What follows belongs to an exercise in optimizing a design on an open flow for small area; a production flow would make more cautious choices. The RTL was checked by simulation tests, not by an equivalence proof against the original design. In every run shown here, the design's own scripts or RTL, not TritonCTS, make the clock network. No driver is modelled on the clock port, so clock power and skew are understated where the tree is cut down; a real chip needs a root buffer or a tree. Power is estimated from default activity; no workload was simulated.

===== flow/design.v =====
`timescale 1ns / 1ps
module lab4_2(
	input [3:0] userID,
	input CLK,
	input RST,
	input team,
	input [1:0] mode,
	output [7:0] numPlyLP,
	output [7:0] numPlyCF,
	output reg teamWng,
	output capWngLP,
	output capWngCF,
	output reg findRes,
	output reg [3:0] listOut,
	output reg listMode
    );
	reg [2:0] lp [0:4];
	reg [3:0] cf [0:4];
	reg [2:0] cntLP;
	reg [2:0] cntCF;
	wire m_out  = (mode == 2'd0);
	wire m_in   = (mode == 2'd1);
	wire m_find = (mode == 2'd2);
	wire m_list = (mode == 2'd3);
	wire uid_ok = |userID;
	wire tmatch = (team == userID[3]);
	wire [4:0] lpv, cfv, mlp, mcf;
	genvar i;
	generate
		for (i = 0; i < 5; i = i + 1) begin : g_slot
			assign lpv[i] = |lp[i];
			assign cfv[i] = cf[i][3];
			assign mlp[i] = ({1'b0, lp[i]} == userID);
			assign mcf[i] = (cf[i] == userID);
		end
	endgenerate
	wire anymatch = |{mlp, mcf};
	wire [4:0] ffl = {lpv[3:0] == 4'hf & ~lpv[4], lpv[2:0] == 3'h7 & ~lpv[3],
	                  lpv[1:0] == 2'h3 & ~lpv[2], lpv[0] & ~lpv[1], ~lpv[0]};
	wire [4:0] ffc = {cfv[3:0] == 4'hf & ~cfv[4], cfv[2:0] == 3'h7 & ~cfv[3],
	                  cfv[1:0] == 2'h3 & ~cfv[2], cfv[0] & ~cfv[1], ~cfv[0]};
	wire add_lp = m_in & ~team & ~userID[3] & ~anymatch;
	wire add_cf = m_in & team & userID[3] & ~anymatch;
	wire del_lp = m_out & ~team;
	wire del_cf = m_out & team;
	wire keep = m_out & tmatch & uid_ok & ~anymatch;
	wire [2:0] dlp = userID[2:0] & {3{add_lp & ~RST}};
	wire [3:0] dcf = userID & {4{add_cf & ~RST}};
	wire [4:0] wlp = {5{RST}} | (mlp & {5{del_lp}}) | (ffl & {5{add_lp}});
	wire [4:0] wcf = {5{RST}} | (mcf & {5{del_cf}}) | (ffc & {5{add_cf}});
	integer k;
	always @(posedge CLK) begin
		for (k = 0; k < 5; k = k + 1) begin
			if (wlp[k])
				lp[k] <= dlp;
			if (wcf[k])
				cf[k] <= dcf;
		end
	end
	function [2:0] nxt;
		input [2:0] c;
		nxt = {c[1] & c[0], c[0], ~c[2]};
	endfunction
	function [3:0] pick;
		input [2:0] c;
		input [3:0] s0, s1, s2, s3, s4;
		case (c)
			3'b001: pick = s1;
			3'b011: pick = s2;
			3'b111: pick = s3;
			3'b110: pick = s4;
			default: pick = s0;
		endcase
	endfunction
	always @(posedge CLK)
		if (RST | m_list)
			listOut <= lsel & {4{~RST}};
	wire [2:0] cl = cntLP, cc = cntCF;
	wire [4:0] sl = {cl[2] & ~cl[0], cl[2] & cl[0], ~cl[2] & cl[1], cl[0] & ~cl[1], ~cl[0] & ~cl[1]} & {5{~team}};
	wire [4:0] sc = {cc[2] & ~cc[0], cc[2] & cc[0], ~cc[2] & cc[1], cc[0] & ~cc[1], ~cc[0] & ~cc[1]} & {5{team}};
	reg [3:0] lsel;
	integer j;
	always @(*) begin
		lsel = 4'd0;
		for (j = 0; j < 5; j = j + 1)
			lsel = lsel | ({1'b0, lp[j]} & {4{sl[j]}}) | (cf[j] & {4{sc[j]}});
	end
	always @(posedge CLK) begin
		if (RST) begin
			teamWng <= 1'b0;
			findRes <= 1'b0;
			listMode <= 1'b0;
			cntLP <= 3'd0;
			cntCF <= 3'd0;
		end else begin
			teamWng <= (keep & teamWng) | (m_in & uid_ok & ~tmatch);
			findRes <= (keep & findRes) | (m_find & anymatch);
			listMode <= (keep & listMode) | m_list;
			if (m_list) begin
				if (team) begin
					cntCF <= nxt(cntCF);
				end else begin
					cntLP <= nxt(cntLP);
				end
			end else begin
				cntLP <= 3'd0;
				cntCF <= 3'd0;
			end
		end
	end
	wire [2:0] nlp = lpv[0] + lpv[1] + lpv[2] + lpv[3] + lpv[4];
	wire [2:0] ncf = cfv[0] + cfv[1] + cfv[2] + cfv[3] + cfv[4];
	assign numPlyLP = {5'd0, nlp};
	assign numPlyCF = {5'd0, ncf};
	assign capWngLP = ~|lpv | &lpv;
	assign capWngCF = ~|cfv | &cfv;
endmodule

===== flow/flow/run.sh =====
#!/bin/bash
# Layout flow: the standard flow (standard.sh), with these changes:
#  - synthesis: ORFS's synthesis without full/half-adder extraction, mapped
#    by each of the area-oriented ABC scripts flow/area*.abc, keeping the
#    smallest result (flow/abc_wrap.tcl); registers are unchanged;
#  - port buffers use the smallest buffer, sky130_fd_sc_hd__buf_1;
#  - the constant outputs share one tie cell;
#  - clock: three sky130_fd_sc_hd__clkbuf_8, each driving a third of the
#    registers, in place of TritonCTS's tree (flow/clock_buffer.tcl).
# ORFS writes each step's full log under orfs/logs/; make's output goes to
# flow.log.
set -euo pipefail
W=$(pwd)
cat flow/abc_wrap.tcl synth_recipe.tcl > area_synth.tcl
export AREA_ABC_SCRIPTS="$W/flow/area1.abc $W/flow/area2.abc $W/flow/area3.abc $W/flow/area4.abc"
export BUFFER_PORTS_ARGS="-buffer_cell sky130_fd_sc_hd__buf_1"
export SKIP_REPAIR_TIE_FANOUT=1
export PRE_CTS_TCL=$W/flow/clock_buffer.tcl
export CLOCK_BUF=sky130_fd_sc_hd__clkbuf_8
export CLOCK_BUF_COUNT=3
bash standard.sh SYNTH_SCRIPT=$W/area_synth.tcl ADDER_MAP_FILE= finish > flow.log 2>&1

===== flow/flow/abc_wrap.tcl =====
# Map with each ABC script in AREA_ABC_SCRIPTS in place of ORFS's speed
# script, and keep the mapping with the smallest cell area.
proc abc {args} {
  set i [lsearch -exact $args -script]
  set lib [lindex $args [expr {[lsearch -exact $args -liberty] + 1}]]
  set best_area 1e18
  yosys design -save pre_abc
  foreach s $::env(AREA_ABC_SCRIPTS) {
    yosys design -load pre_abc
    yosys abc {*}[lreplace $args $i [expr {$i + 1}] -script $s]
    set st [tee -q -s result.string stat -liberty $lib]
    regexp {Chip area for module [^:]*: ([0-9.]+)} $st -> area
    puts "ABC script $s: area $area"
    if {$area < $best_area} {
      set best_area $area
      yosys design -save best_abc
    }
  }
  yosys design -load best_abc
}

===== flow/flow/area1.abc =====
strash; dc2; dch -f; amap; topo

===== flow/flow/area2.abc =====
strash; dc2; dch -f; amap -F 5 -A 5; topo

===== flow/flow/area3.abc =====
strash; &get -n; &deepsyn -T 60; &put; dc2; dch -f; amap; topo

===== flow/flow/area4.abc =====
strash; &get -n; &deepsyn -T 20; &put; dch -f; amap; topo

===== flow/flow/clock_buffer.tcl =====
# Sourced before ORFS's CTS step (PRE_CTS_TCL). In place of TritonCTS's
# H-tree, splits the registers into CLOCK_BUF_COUNT groups by location
# (repeated splitting at the median) and gives each group one clock buffer
# of type CLOCK_BUF, driven by the clock port and placed at the group's
# centre. The CTS step then legalizes the buffers and repairs timing as usual.
proc clock_groups {items k} {
  if {$k <= 1 || [llength $items] < 2} {
    return [list $items]
  }
  set xs [lmap i $items {lindex $i 1}]
  set ys [lmap i $items {lindex $i 2}]
  set dx [expr {[tcl::mathfunc::max {*}$xs] - [tcl::mathfunc::min {*}$xs]}]
  set dy [expr {[tcl::mathfunc::max {*}$ys] - [tcl::mathfunc::min {*}$ys]}]
  set axis [expr {$dx >= $dy ? 1 : 2}]
  set sorted [lsort -integer -index $axis $items]
  set k2 [expr {$k / 2}]
  set half [expr {[llength $sorted] * $k2 / $k}]
  return [concat [clock_groups [lrange $sorted 0 [expr {$half - 1}]] $k2] \
            [clock_groups [lrange $sorted $half end] [expr {$k - $k2}]]]
}

proc clock_tree_synthesis {args} {
  set db [ord::get_db]
  set block [ord::get_db_block]
  set clk_net [$block findNet CLK]
  set master [$db findMaster $::env(CLOCK_BUF)]
  set items {}
  foreach it [$clk_net getITerms] {
    set loc [[$it getInst] getLocation]
    lappend items [list $it [lindex $loc 0] [lindex $loc 1]]
  }
  set g 0
  foreach group [clock_groups $items $::env(CLOCK_BUF_COUNT)] {
    set buf [odb::dbInst_create $block $master clkbuf_$g]
    set leaf [odb::dbNet_create $block clknet_$g]
    $leaf setSigType CLOCK
    set xs 0
    set ys 0
    foreach item $group {
      set it [lindex $item 0]
      $it disconnect
      $it connect $leaf
      set xs [expr {$xs + [lindex $item 1]}]
      set ys [expr {$ys + [lindex $item 2]}]
    }
    set n [llength $group]
    [$buf findITerm A] connect $clk_net
    [$buf findITerm X] connect $leaf
    $buf setLocation [expr {$xs / $n}] [expr {$ys / $n}]
    $buf setPlacementStatus PLACED
    puts "clock_buffer: clkbuf_$g ($::env(CLOCK_BUF)) drives $n registers"
    incr g
  }
  set_propagated_clock [all_clocks]
}

===== flow/standard.sh =====
#!/bin/bash
# synth_recipe.tcl (not shown) runs the flow's synth.tcl, then flattens the netlist and writes it again
# the make line also repeats each setting of config.mk as NAME=value (left out here)
make -C /OpenROAD-flow-scripts/flow DESIGN_CONFIG=/design/flow/config.mk WORK_HOME=/design/flow/orfs CLKGATE_MAP_FILE= SYNTH_SCRIPT=/design/flow/synth_recipe.tcl "${@:-finish}"

===== flow/config.mk =====
export PLATFORM = sky130hd
export DESIGN_NAME = lab4_2
export DESIGN_NICKNAME = lab4_2
export VERILOG_FILES = /design/flow/design.v
export SDC_FILE = /design/flow/constraint.sdc
export NUM_CORES = 4
export LEC_CHECK = 0
export CAP_MARGIN = 20
export CORE_MARGIN = 2
export CORE_UTILIZATION = 45
export SLEW_MARGIN = 20

===== flow/constraint.sdc =====
create_clock -name core_clock -period 10.0 [get_ports {CLK}]
set_input_delay 2.0000 -clock core_clock [delete_from_list [all_inputs] [get_ports {CLK}]]
set_output_delay 2.0000 -clock core_clock [all_outputs]
set_load 0.01 [all_outputs]

==> results of run 1 <==
## routing by layer
metal  global-route usage, %  vias to the layer above  share of wire (%)
li1                        -                     1108                  -
met1                    30.0                     1068                 44
met2                    35.3                      102                 47
met3                    1.70                        5                8.4
met4                    1.69                        0               0.67
met5                       0                        -                  0
## final timing paths
check                                          end                from  cells after the start
worst min-delay path            teamWng$_SDFF_PP0_  teamWng$_SDFF_PP0_                      2
worst max register to register  cf[1][1]$_DFFE_PP_  cf[4][3]$_DFFE_PP_                     11
worst max-delay path            cf[1][1]$_DFFE_PP_           userID[3]                     12
worst min register to register  teamWng$_SDFF_PP0_  teamWng$_SDFF_PP0_                      2
## Yosys cell counts, drive strengths merged, types with 2 or more instances
cell,n
a31oi,2
o21ai,24
nor2,40
a21o,2
nand3,12
a21oi,18
a221oi,3
a311o,2
nor4,3
a41oi,2
dfxtp,9
nand2,26
or4,5
a222oi,9
a22oi,7
nor3,17
o221ai,2
o211ai,4
clkinv,26
edfxtp,39
buf,10
o22ai,8
o2111ai,5
## area by class of cell
type	instances	area share [%]
sequential	48	49.3
multi-input combinational	197	39.2
inverter	26	3.56
tap	72	3.28
timing repair buffer	23	3.15
buffer	3	1.51
## placed cells by master (no fill, tap or decap), types with 3 or more instances in the layout
cell type  count
o211ai_1       4
nor3_1        17
a221oi_1       3
nand3_1       12
edfxtp_1      39
o22ai_1        8
clkinv_1      26
a21oi_1       18
a222oi_1       9
clkbuf_8       3
buf_1         23
or4_1          5
o2111ai_1      5
dfxtp_1        9
nor4_1         3
nand2_1       26
nor2_1        40
a22oi_1        7
o21ai_0       24
## cell families after synthesis
family	Yosys count	share of synthesized area (%)
buf+inv	36	6.64
flops	48	52.0
other cells	1	0.144
simple gates	105	17.8
compound gates	91	23.4
## registers in the layout, summed over array words and instances, names as in the netlist
register  count
findRes       1
cntLP         3
cf           20
listMode      1
listOut       4
teamWng       1
cntCF         3
lp           15
## worst max-delay path, stage by stage
cell,delay (ns)
buf_1,0.43
clkinv_1,0.48
o22ai_1,0.30
or4_1,0.18
nand3_1,0.09
nor4_1,0.48
nand3_1,0.16
nor3_1,0.42
clkinv_1,0.20
nor2_1,0.37
clkinv_1,0.21
nor2_1,0.28
## power breakdown
part	internal [uW]	switching [uW]	total, uW
logic	16.5	38.2	54.7
registers	224	7.80	232
clock network	27.8	46.3	74.1
total	269	92.3	361
## stage by stage
step,hold slack (ns),cells
floorplan,0.470,281
global placement,0.442,366
detailed placement,0.453,366
CTS,0.468,369
global route,0.491,369
finish,0.467,369
==> metrics.yaml, run 1 <==
wire_per_inst_microns: 17.9
vdd_drop_max_mv: 0.124
antenna_cells: 0
grt_pass1_wl_mm: 10.3
via_per_inst: 6.19
wirelength_mm: 6.59
vias: 2283
place_area_sq_mm: 0.00270
rsz0062_at_grt: "false"
synth_top_cell_by_area: "edfxtp_1"
maxCapViolations: 0
async_reset_ff_share_pct: 0
skew_ns: 0.0146
drt_iter0_markers: 308
crit_path_end_kind: "register"
syn_area_sq_mm: 0.00260
die_area_sq_mm: 0.00640
place_ws_ns: 4.29
seqCellArea_sq_mm: 0.00135
clock_latency_ns: 0.16
grt_pass1_vias: 2025
hp-class: "reg -> reg"
tns_ns: 0
gp_routability_congestion: 0.892
die_h_microns: 80.0
synth-seq-cells: 48
ys_top_cells_by_area: "edfxtp_1 45%, dfxtp_1 6.9%, nor2_1 5.8%, o21ai_0 4.6%, clkinv_1 3.8%"
max_slew_margin_pct: 46.5
port_buffers: 23
synth_cell_type_count: 29
slew_violations: 0
cp.required_ns: 9.94
worst_slew_pin_slew_ns: 0.793
period_share_pct: 56.7
antenna_found_initial: 0
grt_overflow: 0
io_pins: 34
post_cts_buffers: 0
synth_top_area_share_pct: 45.0
nNetsFinal: 308
final_util_pct: 49.5
cp_data_arrival_time_ns: 5.61
yosys_most_used_dff: "edfxtp_1"
final_antenna_net_count: 0
crit_type: "in -> reg"
drive_gt1_share_pct: 1.01
hold_viol: 0
first_pass_iters: 6
max_freq_mhz: 176
multi_input_area_sq_mm: 0.00108
grt_max_degree: 23
p_total_uw: 361
dp_hpwl_mm: 5.14
setup_viol: 0
drcViolationCount: 0
yosysWarnings: 3
grt_use_total_pct: 20.7
fillers: 523
syn_nets: 290
cellPowerDensity_mw_per_mm2: 132
min_period_ns: 5.67
clk_pin_slew_ns: 0.10
cts_resized: 0
syn-instance-count: 281
status: "finished clean"
start_util_pct: 46.9
p_leak_uw: 0.000845
ff2ff_setup_slack_ns: 6.62
seq_area_frac_synth_pct: 52.0
synth_edf_count: 39
die_w_microns: 80.0
core-area_sq_mm: 0.00554
row_count: 27
syn_to_final_growth_pct: 5.49
postCtsHoldBufs: 0
finalWorstSetupSlack_ns: 4.33
cp-start-kind: "input port"
stdcell_area_sq_mm: 0.00274
synth_area_per_cell_sq_um: 9.25
cp_max_fo: 11
==> run 2: changes to the inputs <==
--- a/flow/design.v
+++ b/flow/design.v
@@ -15,7 +15,8 @@
 	output reg listMode
     );
 	reg [2:0] lp [0:4];
-	reg [3:0] cf [0:4];
+	reg [2:0] cf [0:4];
+	reg [4:0] cfe;
 	reg [2:0] cntLP;
 	reg [2:0] cntCF;
 	wire m_out  = (mode == 2'd0);
@@ -29,9 +30,9 @@
 	generate
 		for (i = 0; i < 5; i = i + 1) begin : g_slot
 			assign lpv[i] = |lp[i];
-			assign cfv[i] = cf[i][3];
+			assign cfv[i] = ~cfe[i];
 			assign mlp[i] = ({1'b0, lp[i]} == userID);
-			assign mcf[i] = (cf[i] == userID);
+			assign mcf[i] = ({~cfe[i], cf[i]} == userID);
 		end
 	endgenerate
 	wire anymatch = |{mlp, mcf};
@@ -45,7 +46,7 @@
 	wire del_cf = m_out & team;
 	wire keep = m_out & tmatch & uid_ok & ~anymatch;
 	wire [2:0] dlp = userID[2:0] & {3{add_lp & ~RST}};
-	wire [3:0] dcf = userID & {4{add_cf & ~RST}};
+	wire [2:0] dcf = userID[2:0] & {3{add_cf & ~RST}};
 	wire [4:0] wlp = {5{RST}} | (mlp & {5{del_lp}}) | (ffl & {5{add_lp}});
 	wire [4:0] wcf = {5{RST}} | (mcf & {5{del_cf}}) | (ffc & {5{add_cf}});
 	integer k;
@@ -53,28 +54,16 @@
 		for (k = 0; k < 5; k = k + 1) begin
 			if (wlp[k])
 				lp[k] <= dlp;
-			if (wcf[k])
+			if (wcf[k]) begin
 				cf[k] <= dcf;
+				cfe[k] <= ~(add_cf & ~RST);
+			end
 		end
 	end
 	function [2:0] nxt;
 		input [2:0] c;
 		nxt = {c[1] & c[0], c[0], ~c[2]};
 	endfunction
-	function [3:0] pick;
-		input [2:0] c;
-		input [3:0] s0, s1, s2, s3, s4;
-		case (c)
-			3'b001: pick = s1;
-			3'b011: pick = s2;
-			3'b111: pick = s3;
-			3'b110: pick = s4;
-			default: pick = s0;
-		endcase
-	endfunction
-	always @(posedge CLK)
-		if (RST | m_list)
-			listOut <= lsel & {4{~RST}};
 	wire [2:0] cl = cntLP, cc = cntCF;
 	wire [4:0] sl = {cl[2] & ~cl[0], cl[2] & cl[0], ~cl[2] & cl[1], cl[0] & ~cl[1], ~cl[0] & ~cl[1]} & {5{~team}};
 	wire [4:0] sc = {cc[2] & ~cc[0], cc[2] & cc[0], ~cc[2] & cc[1], cc[0] & ~cc[1], ~cc[0] & ~cc[1]} & {5{team}};
@@ -83,8 +72,11 @@
 	always @(*) begin
 		lsel = 4'd0;
 		for (j = 0; j < 5; j = j + 1)
-			lsel = lsel | ({1'b0, lp[j]} & {4{sl[j]}}) | (cf[j] & {4{sc[j]}});
+			lsel = lsel | ({1'b0, lp[j]} & {4{sl[j]}}) | ({~cfe[j], cf[j]} & {4{sc[j]}});
 	end
+	always @(posedge CLK)
+		if (RST | m_list)
+			listOut <= lsel & {4{~RST}};
 	always @(posedge CLK) begin
 		if (RST) begin
 			teamWng <= 1'b0;
@@ -97,19 +89,18 @@
 			findRes <= (keep & findRes) | (m_find & anymatch);
 			listMode <= (keep & listMode) | m_list;
 			if (m_list) begin
-				if (team) begin
+				if (team)
 					cntCF <= nxt(cntCF);
-				end else begin
+				else
 					cntLP <= nxt(cntLP);
-				end
 			end else begin
 				cntLP <= 3'd0;
 				cntCF <= 3'd0;
 			end
 		end
 	end
-	wire [2:0] nlp = lpv[0] + lpv[1] + lpv[2] + lpv[3] + lpv[4];
-	wire [2:0] ncf = cfv[0] + cfv[1] + cfv[2] + cfv[3] + cfv[4];
+	wire [2:0] nlp = {2'd0, lpv[0]} + {2'd0, lpv[1]} + {2'd0, lpv[2]} + {2'd0, lpv[3]} + {2'd0, lpv[4]};
+	wire [2:0] ncf = {2'd0, cfv[0]} + {2'd0, cfv[1]} + {2'd0, cfv[2]} + {2'd0, cfv[3]} + {2'd0, cfv[4]};
 	assign numPlyLP = {5'd0, nlp};
 	assign numPlyCF = {5'd0, ncf};
 	assign capWngLP = ~|lpv | &lpv;
--- a/flow/flow/run.sh
+++ b/flow/flow/run.sh
@@ -12,7 +12,7 @@
 set -euo pipefail
 W=$(pwd)
 cat flow/abc_wrap.tcl synth_recipe.tcl > area_synth.tcl
-export AREA_ABC_SCRIPTS="$W/flow/area1.abc $W/flow/area2.abc $W/flow/area3.abc $W/flow/area4.abc"
+export AREA_ABC_SCRIPTS="$(ls $W/flow/area*.abc | tr "\n" " ")"
 export BUFFER_PORTS_ARGS="-buffer_cell sky130_fd_sc_hd__buf_1"
 export SKIP_REPAIR_TIE_FANOUT=1
 export PRE_CTS_TCL=$W/flow/clock_buffer.tcl
==> flow/flow/area5.abc (new file) <==
strash; dc2; dch -f; amap -F 10 -A 10; topo
==> flow/flow/area6.abc (new file) <==
strash; dch -f; amap -F 5 -A 5; topo
==> metrics.yaml, run 2 <==
status: "finished clean"  # unchanged
pwr-share-comb_pct: 13.7  # was 15.1%
cp.required_ns: 9.78  # was 9.94 ns
post_cts_buffers: 0  # unchanged
max_freq_mhz: 190  # was 176 MHz
r2r_start: "cfe[2]$_DFFE_PP_"  # was cf[4][3]$_DFFE_PP_
synth_common_cells: "44 x nor2_1, 39 x edfxtp_1, 28 x nand2_1"  # was 40 x nor2_1, 39 x edfxtp_1, 26 x clkinv_1, 26 x nand2_1, 24 x o21ai_0
maxCapViolations: 0  # unchanged
hold_path_startpoint: "listMode$_SDFF_PP0_"  # was teamWng$_SDFF_PP0_
setup_viol: 0  # unchanged
internal_power_uw: 265  # was 269 uW
place_ws_ns: 4.70  # was 4.29 ns
place_area_sq_mm: 0.00269  # was 0.00270 sq mm
tns_ns: 0  # unchanged
reg2reg_depth: 9  # was 11
nNetsFinal: 304  # was 308
seq_power_share_pct: 65.1  # was 64.3%
final_common_cell: "nor2_1"  # unchanged
postCtsHoldBufs: 0  # unchanged
grt_use_total_pct: 20.8  # was 20.7%
die_w_microns: 79.8  # was 80.0 microns
drt_iter0_markers: 434  # was 308
antenna_cells: 0  # unchanged
synth.most_common_cell: "nor2_1"  # unchanged
dp_cells: 362  # was 366
clock_latency_ns: 0.16  # about the same
mostFrequentLayoutCells: "44 x nor2_1, 39 x edfxtp_1, 28 x nand2_1, 23 x clkinv_1, 23 x buf_1"  # was 40 x nor2_1, 39 x edfxtp_1, 26 x nand2_1, 26 x clkinv_1, 24 x o21ai_0
via_per_inst: 6.33  # was 6.19
yosysWarnings: 3  # unchanged
start_util_pct: 46.7  # was 46.9%
final_antenna_net_count: 0  # unchanged
synth_edf_count: 39  # unchanged
syn_to_final_growth_pct: 5.51  # was 5.49%
final_util_pct: 49.3  # was 49.5%
crit_type: "in -> reg"  # unchanged
first_pass_iters: 8  # was 6
skew_ns: 0.0176  # was 0.0146 ns
cellPowerDensity_mw_per_mm2: 129  # was 132 mW/mm^2
row_count: 27  # unchanged
min_delay_worst_endpoint: "listMode$_SDFF_PP0_"  # was teamWng$_SDFF_PP0_
r2r_end: "cf[4][0]$_DFFE_PP_"  # was cf[1][1]$_DFFE_PP_
ff2ff_setup_slack_ns: 6.79  # was 6.62 ns
async_reset_ff_share_pct: 0  # unchanged
die_area_sq_mm: 0.00638  # was 0.00640 sq mm
syn_area_sq_mm: 0.00259  # was 0.00260 sq mm
synth_top_cell_by_area: "edfxtp_1"  # unchanged
stdcell_area_sq_mm: 0.00273  # was 0.00274 sq mm
antenna_found_initial: 0  # unchanged
hold_viol: 0  # unchanged
reg_top3: "cf x15, lp x15, cfe x5"  # was cf x20, lp x15, listOut x4
slew_violations: 0  # unchanged
gp_routability_congestion: 0.999  # was 0.892
crit_path_end_kind: "register"  # unchanged
ys_top_cells_by_area: "edfxtp_1 45%, dfxtp_1 7.0%, nor2_1 6.4%, nand2_1 4.1%, o21ai_0 4.1%"  # was edfxtp_1 45%, dfxtp_1 6.9%, nor2_1 5.8%, o21ai_0 4.6%, clkinv_1 3.8%
seq_area_frac_synth_pct: 52.2  # was 52.0%
grt_overflow: 0  # unchanged
layout.cells.non_filler: 365  # was 369
cp_data_arrival_time_ns: 5.04  # was 5.61 ns
wirelength_mm: 6.68  # was 6.59 mm
cts_resized: 0  # unchanged
cp-start-kind: "input port"  # unchanged
worst_slew_pin_slew_ns: 0.801  # was 0.793 ns
vdd_drop_max_mv: 0.104  # was 0.124 mV
grt_pass1_wl_mm: 10.4  # was 10.3 mm
grt_pass1_vias: 2020  # was 2,025
die_h_microns: 79.8  # was 80.0 microns
period_share_pct: 52.6  # was 56.7%
fillers: 514  # was 523
hp-class: "reg -> reg"  # unchanged
synth_top_area_share_pct: 45.2  # was 45.0%
rsz0062_at_grt: "false"  # unchanged
min_delay_path_depth: 2  # unchanged
multi_input_area_sq_mm: 0.00108  # unchanged
core-area_sq_mm: 0.00554  # unchanged
io_pins: 34  # unchanged
yosys_most_used_dff: "edfxtp_1"  # unchanged
vias: 2310  # was 2,283
min_period_ns: 5.26  # was 5.67 ns
cp_max_fo: 22  # was 11
synth_area_per_cell_sq_um: 9.35  # was 9.25 sq um
seqCellArea_sq_mm: 0.00135  # unchanged
finalWorstSetupSlack_ns: 4.74  # was 4.33 ns
crit_start: "userID[0]"  # was userID[3]
syn-instance-count: 277  # was 281
clk_pin_slew_ns: 0.10  # about the same
dp_hpwl_mm: 5.16  # was 5.14 mm
switching_power_uw: 88.2  # was 92.3 uW
max_slew_margin_pct: 46.2  # was 46.5%
synth-seq-cells: 48  # unchanged
p_leak_uw: 0.000832  # was 0.000845 uW
drcViolationCount: 0  # unchanged
wire_per_inst_microns: 18.3  # was 17.9 microns
p_sw_share_pct: 24.9  # was 25.6%
syn_nets: 286  # was 290
drive_gt1_share_pct: 1.02  # was 1.01%
port_buffers: 23  # unchanged
synth_cell_type_count: 26  # was 29
pwr-share-clk_pct: 21.2  # was 20.5%
grt_max_degree: 23  # unchanged
[run 2: power by group through the flow]
| stage | Sequential (uW) | Clock, uW | Combinational (uW) |
|---|---|---|---|
| 3_5_place_dp | 234 | 0 | 47.5 |
| 4_1_cts | 230 | 77.8 | 47.7 |
| 5_1_grt | 231 | 85.9 | 53.6 |
| 6_report | 230 | 75.2 | 48.4 |
| 2_1_floorplan | 233 | 0 | 34.9 |
| 3_3_place_gp | 235 | 0 | 47.6 |
[run 2: worst max-delay path, stage by stage]
cell and delay (ns):
buf_1 0.14, clkinv_1 0.48, o22ai_1 0.34, a21oi_1 0.06
o2111ai_1 0.15, nand3_1 0.12, nor3_1 0.35, nand3_1 0.15
nor3_1 0.55, nand2_1 0.12, o221ai_1 0.57
[run 2: final cells by class]
| class | count | share of cell area [%] |
|---|---|---|
| multi-input combinational | 196 | 39.4 |
| sequential | 48 | 49.5 |
| timing repair buffer | 23 | 3.16 |
| tap | 72 | 3.30 |
| inverter | 23 | 3.16 |
| buffer | 3 | 1.51 |
[run 2: cells by family after synthesis]
family / Yosys count / synth area share (%)
AOI/OAI and AO/OA: 85 / 23.0
other: 1 / 0.145
buffers and inverters: 33 / 6.23
DFF: 48 / 52.2
and+or+nand+nor: 110 / 18.5
[run 2: how the worst max path moves through the flow]
stage	endpoint	slack, ns	cells past startpoint
after floorplan	cf[0][0]$_DFFE_PP_	5.64	10
after global placement	cf[4][1]$_DFFE_PP_	4.69	10
after detailed placement	cf[3][0]$_DFFE_PP_	4.70	10
after CTS	cf[3][0]$_DFFE_PP_	4.86	11
after global routing	cf[3][0]$_DFFE_PP_	4.48	10
final	cf[4][0]$_DFFE_PP_	4.74	11
[run 2: per-stage QoR]
stage / power (uW) / hold WS, ns
final: 354 / 0.489
after global routing: 370 / 0.522
after CTS: 355 / 0.486
after detailed placement: 282 / 0.470
after global placement: 282 / 0.455
after floorplan: 267 / 0.489
[run 2: metal layers]
metal,vias up,share of wire (%),global-route usage (%)
met5,-,0,0
met1,1040,44,31.4
met4,0,2.6,4.92
li1,1101,-,-
met2,148,44,32.9
met3,21,8.5,1.47
==> run 3: changes to the inputs <==
--- a/flow/design.v
+++ b/flow/design.v
@@ -7,12 +7,12 @@
 	input [1:0] mode,
 	output [7:0] numPlyLP,
 	output [7:0] numPlyCF,
-	output reg teamWng,
+	output teamWng,
 	output capWngLP,
 	output capWngCF,
-	output reg findRes,
+	output findRes,
 	output reg [3:0] listOut,
-	output reg listMode
+	output listMode
     );
 	reg [2:0] lp [0:4];
 	reg [2:0] cf [0:4];
@@ -60,11 +60,18 @@
 			end
 		end
 	end
+	localparam [2:0] P0 = 3'b000, P1 = 3'b001, P2 = 3'b011, P3 = 3'b111, P4 = 3'b110;
+	localparam [2:0] FN = 3'b100, FT = 3'b101, FF = 3'b010;
 	function [2:0] nxt;
 		input [2:0] c;
 		nxt = {c[1] & c[0], c[0], ~c[2]};
 	endfunction
-	wire [2:0] cl = cntLP, cc = cntCF;
+	wire isflag = (cntLP == FN) | (cntLP == FT) | (cntLP == FF);
+	wire [2:0] effLP = isflag ? P0 : cntLP;
+	assign listMode = ~isflag;
+	assign teamWng = (cntLP == FT);
+	assign findRes = (cntLP == FF);
+	wire [2:0] cl = effLP, cc = cntCF;
 	wire [4:0] sl = {cl[2] & ~cl[0], cl[2] & cl[0], ~cl[2] & cl[1], cl[0] & ~cl[1], ~cl[0] & ~cl[1]} & {5{~team}};
 	wire [4:0] sc = {cc[2] & ~cc[0], cc[2] & cc[0], ~cc[2] & cc[1], cc[0] & ~cc[1], ~cc[0] & ~cc[1]} & {5{team}};
 	reg [3:0] lsel;
@@ -79,23 +86,26 @@
 			listOut <= lsel & {4{~RST}};
 	always @(posedge CLK) begin
 		if (RST) begin
-			teamWng <= 1'b0;
-			findRes <= 1'b0;
-			listMode <= 1'b0;
-			cntLP <= 3'd0;
-			cntCF <= 3'd0;
+			cntLP <= FN;
+			cntCF <= P0;
 		end else begin
-			teamWng <= (keep & teamWng) | (m_in & uid_ok & ~tmatch);
-			findRes <= (keep & findRes) | (m_find & anymatch);
-			listMode <= (keep & listMode) | m_list;
+			cntCF <= P0;
 			if (m_list) begin
-				if (team)
+				if (team) begin
 					cntCF <= nxt(cntCF);
-				else
-					cntLP <= nxt(cntLP);
+					cntLP <= effLP;
+				end else begin
+					cntCF <= cntCF;
+					cntLP <= nxt(effLP);
+				end
+			end else if (keep) begin
+				cntLP <= isflag ? cntLP : P0;
+			end else if (m_find & anymatch) begin
+				cntLP <= FF;
+			end else if (m_in & uid_ok & ~tmatch) begin
+				cntLP <= FT;
 			end else begin
-				cntLP <= 3'd0;
-				cntCF <= 3'd0;
+				cntLP <= FN;
 			end
 		end
 	end
==> metrics.yaml, run 3 <==
status: "finished clean"  # unchanged
dp_cells: 364  # was 362
cp_max_fo: 11  # was 22
reg2reg_depth: 9  # unchanged
syn_area_sq_mm: 0.00256  # was 0.00259 sq mm
max_freq_mhz: 188  # was 190 MHz
synth_compound_area_share_pct: 24.1  # was 23.0%
crit_type: "in -> reg"  # unchanged
p_leak_uw: 0.000839  # was 0.000832 uW
drive_gt1_share_pct: 1.02  # about the same
yosys.area_share.xor_xnor_pct: 0  # unchanged
antenna_found_initial: 0  # unchanged
yosys_most_used_dff: "edfxtp_1"  # unchanged
max_slew_margin_pct: 47.6  # was 46.2%
nNetsFinal: 306  # was 304
async_reset_ff_share_pct: 0  # unchanged
wirelength_mm: 6.67  # was 6.68 mm
r2r_start: "cfe[4]$_DFFE_PP_"  # was cfe[2]$_DFFE_PP_
drcViolationCount: 0  # unchanged
ys_top_cells_by_area: "edfxtp_1 46%, nor2_1 6.4%, o21ai_0 4.9%, dfxtp_1 4.7%, nand2_1 4.7%"  # was edfxtp_1 45%, dfxtp_1 7.0%, nor2_1 6.4%, nand2_1 4.1%, o21ai_0 4.1%
gp_routability_congestion: 0.987  # was 0.999
cp_data_arrival_time_ns: 5.11  # was 5.04 ns
seq_area_frac_synth_pct: 50.4  # was 52.2%
first_pass_iters: 5  # was 8
crit_end: "cf[0][0]$_DFFE_PP_"  # was cf[4][0]$_DFFE_PP_
vias: 2317  # was 2,310
core-area_sq_mm: 0.00551  # was 0.00554 sq mm
clock_latency_ns: 0.16  # about the same
grt_overflow: 0  # unchanged
grt.busiest_layer: "met1"  # was met2
die_h_microns: 79.4  # was 79.8 microns
synth_common_cells: "44 x nor2_1, 39 x edfxtp_1, 32 x nand2_1"  # was 44 x nor2_1, 39 x edfxtp_1, 28 x nand2_1
syn_nets: 288  # was 286
vdd_drop_max_mv: 0.125  # was 0.104 mV
reg_top3: "cf x15, lp x15, cfe x5"  # unchanged
hold_viol: 0  # unchanged
r2r_end: "cf[0][0]$_DFFE_PP_"  # was cf[4][0]$_DFFE_PP_
period_share_pct: 53.2  # was 52.6%
yosysWarnings: 3  # unchanged
synth-seq-cells: 45  # was 48
dp_hpwl_mm: 5.06  # was 5.16 mm
slew_violations: 0  # unchanged
via_per_inst: 6.31  # was 6.33
syn_to_final_growth_pct: 5.57  # was 5.51%
grt_max_degree: 23  # unchanged
final_antenna_net_count: 0  # unchanged
clk_pin_slew_ns: 0.11  # was 0.10 ns
setup_viol: 0  # unchanged
synth_edf_count: 39  # unchanged
tns_ns: 0  # unchanged
synth.most_common_cell: "nor2_1"  # unchanged
use_met2_pct: 32.5  # was 32.9%
synth_fa_ha_area_share_pct: 0  # unchanged
die_area_sq_mm: 0.00631  # was 0.00638 sq mm
grt_pass1_wl_mm: 10.6  # was 10.4 mm
antenna_cells: 0  # unchanged
row_count: 27  # unchanged
drt_iter0_markers: 258  # was 434
port_buffers: 23  # unchanged
mostFrequentLayoutCells: "44 x nor2_1, 39 x edfxtp_1, 32 x nand2_1, 25 x o21ai_0, 23 x buf_1"  # was 44 x nor2_1, 39 x edfxtp_1, 28 x nand2_1, 23 x clkinv_1, 23 x buf_1
postCtsHoldBufs: 0  # unchanged
synth_top_area_share_pct: 45.7  # was 45.2%
synth_cell_type_count: 31  # was 26
wire_per_inst_microns: 18.2  # was 18.3 microns
synth_area_per_cell_sq_um: 9.18  # was 9.35 sq um
die_w_microns: 79.4  # was 79.8 microns
post_cts_buffers: 0  # unchanged
synth-simple-area-share_pct: 19.1  # was 18.5%
hp-class: "reg -> reg"  # unchanged
ff2ff_setup_slack_ns: 6.93  # was 6.79 ns
rsz0062_at_grt: "false"  # unchanged
io_pins: 34  # unchanged
synth_top_cell_by_area: "edfxtp_1"  # unchanged
synthMuxAreaShare_pct: 0  # unchanged
cellPowerDensity_mw_per_mm2: 129  # about the same
final_common_cell: "nor2_1"  # unchanged
grt_use_met3_pct: 1.02  # was 1.47%
synth_top_family_by_area: "compound AO/OA/AOI/OAI gates"  # unchanged
crit_path_end_kind: "register"  # unchanged
start_util_pct: 46.5  # was 46.7%
grt_use_total_pct: 21.0  # was 20.8%
cp.required_ns: 9.80  # was 9.78 ns
crit_start: "userID[3]"  # was userID[0]
syn-instance-count: 279  # was 277
maxCapViolations: 0  # unchanged
skew_ns: 0.0206  # was 0.0176 ns
min_period_ns: 5.32  # was 5.26 ns
layout.cells.non_filler: 367  # was 365
worst_slew_pin_slew_ns: 0.778  # was 0.801 ns
cp-start-kind: "input port"  # unchanged
grt_pass1_vias: 2021  # was 2,020
cts_resized: 0  # unchanged
grt_util_met1_pct: 32.6  # was 31.4%
==> run 3: how the worst min path moves through the flow <==
stage	start	endpoint	slack [ns]	cells after the start
5_1_grt	cntCF[1]$_SDFFE_PP0P_	cntCF[1]$_SDFFE_PP0P_	0.57	2
6_report	cntCF[2]$_SDFFE_PP0P_	cntCF[2]$_SDFFE_PP0P_	0.53	2
2_1_floorplan	cntCF[2]$_SDFFE_PP0P_	cntCF[2]$_SDFFE_PP0P_	0.46	2
3_5_place_dp	cntCF[2]$_SDFFE_PP0P_	cntCF[2]$_SDFFE_PP0P_	0.50	2
4_1_cts	cntCF[2]$_SDFFE_PP0P_	cntCF[2]$_SDFFE_PP0P_	0.53	2
3_3_place_gp	cntCF[2]$_SDFFE_PP0P_	cntCF[2]$_SDFFE_PP0P_	0.48	2
==> run 3: cells by family after synthesis <==
| family | Yosys count |
|---|---|
| other cells | 1 |
| flops | 45 |
| buf+inv | 32 |
| compound gates | 90 |
| simple gates | 111 |
==> run 3: layer usage <==
metal  vias to the layer above  routed length, microns
met2                       122                    2990
met5                         -                       0
met1                      1075                    3050
met4                         0                     119
li1                       1110                       -
met3                        10                     505
==> run 3: cell type report <==
type                       count  area, sq um
buffer                         3         41.3
multi-input combinational    202         1110
tap                           72         90.1
fill                         515         2800
timing repair buffer          23         86.3
sequential                    45         1290
inverter                      22         82.6
==> run 3: where the power goes <==
part	switching [uW]	leakage, uW	internal [uW]
clock	45.5	0.0000216	27.8
combinational	39.6	0.000377	17.0
sequential	6.58	0.000440	212
==> run 3: metrics by stage <==
| step | util (%) | area (sq um) | total power, uW | hold slack (ns) | setup WS [ns] |
|---|---|---|---|---|---|
| after floorplan | - | 2560 | 262 | 0.458 | 5.69 |
| after global placement | 48.4 | 2660 | 279 | 0.477 | 4.54 |
| after detailed placement | 48.4 | 2660 | 278 | 0.500 | 4.68 |
| after CTS | 49.1 | 2700 | 349 | 0.528 | 4.84 |
| after global routing | 49.1 | 2700 | 365 | 0.574 | 4.43 |
| final | 49.1 | 2700 | 348 | 0.531 | 4.68 |
==> run 3: worst max-delay path: stages <==
cell	delay (ns)
buf_1	0.40
clkinv_1	0.49
o22ai_1	0.30
or4_1	0.17
nand3_1	0.09
nor3_1	0.36
nand3_1	0.16
nor3_1	0.48
clkinv_1	0.18
o221ai_1	0.47

static timing again, ports no longer ideal:
How much do the figures lean on ideal ports? The routed layouts below were timed once more, with nothing changed but the port constraints. Step 1 sets driving cells, clkbuf_16 on the clock port and buf_2 on the other inputs (assumed; they add their load-dependent delay and slew). Step 2 adds t to the input delays and takes it off the output delays; t is the mean of the earliest and latest rising clock arrival at the registers after step 1. Input paths then give back, and output paths get back, about the clock's delay inside the block. Slacks: no drivers / after step 1 / after step 2; pairs: no drivers / after step 1.
run	t (ns)	setup slack, ns	worst slew at a driven data input, ns
run 1	0.201	4.330 / 4.355 / 4.155	0.03
run 2	0.199	4.743 / 4.764 / 4.566	0.03
run 3	0.203	4.682 / 4.705 / 4.503	0.04
After both steps every run listed still meets setup and hold. For run 3, which loses most, drivers alone change the setup slack by +0.023 ns; drivers and shift together by -0.179 ns.
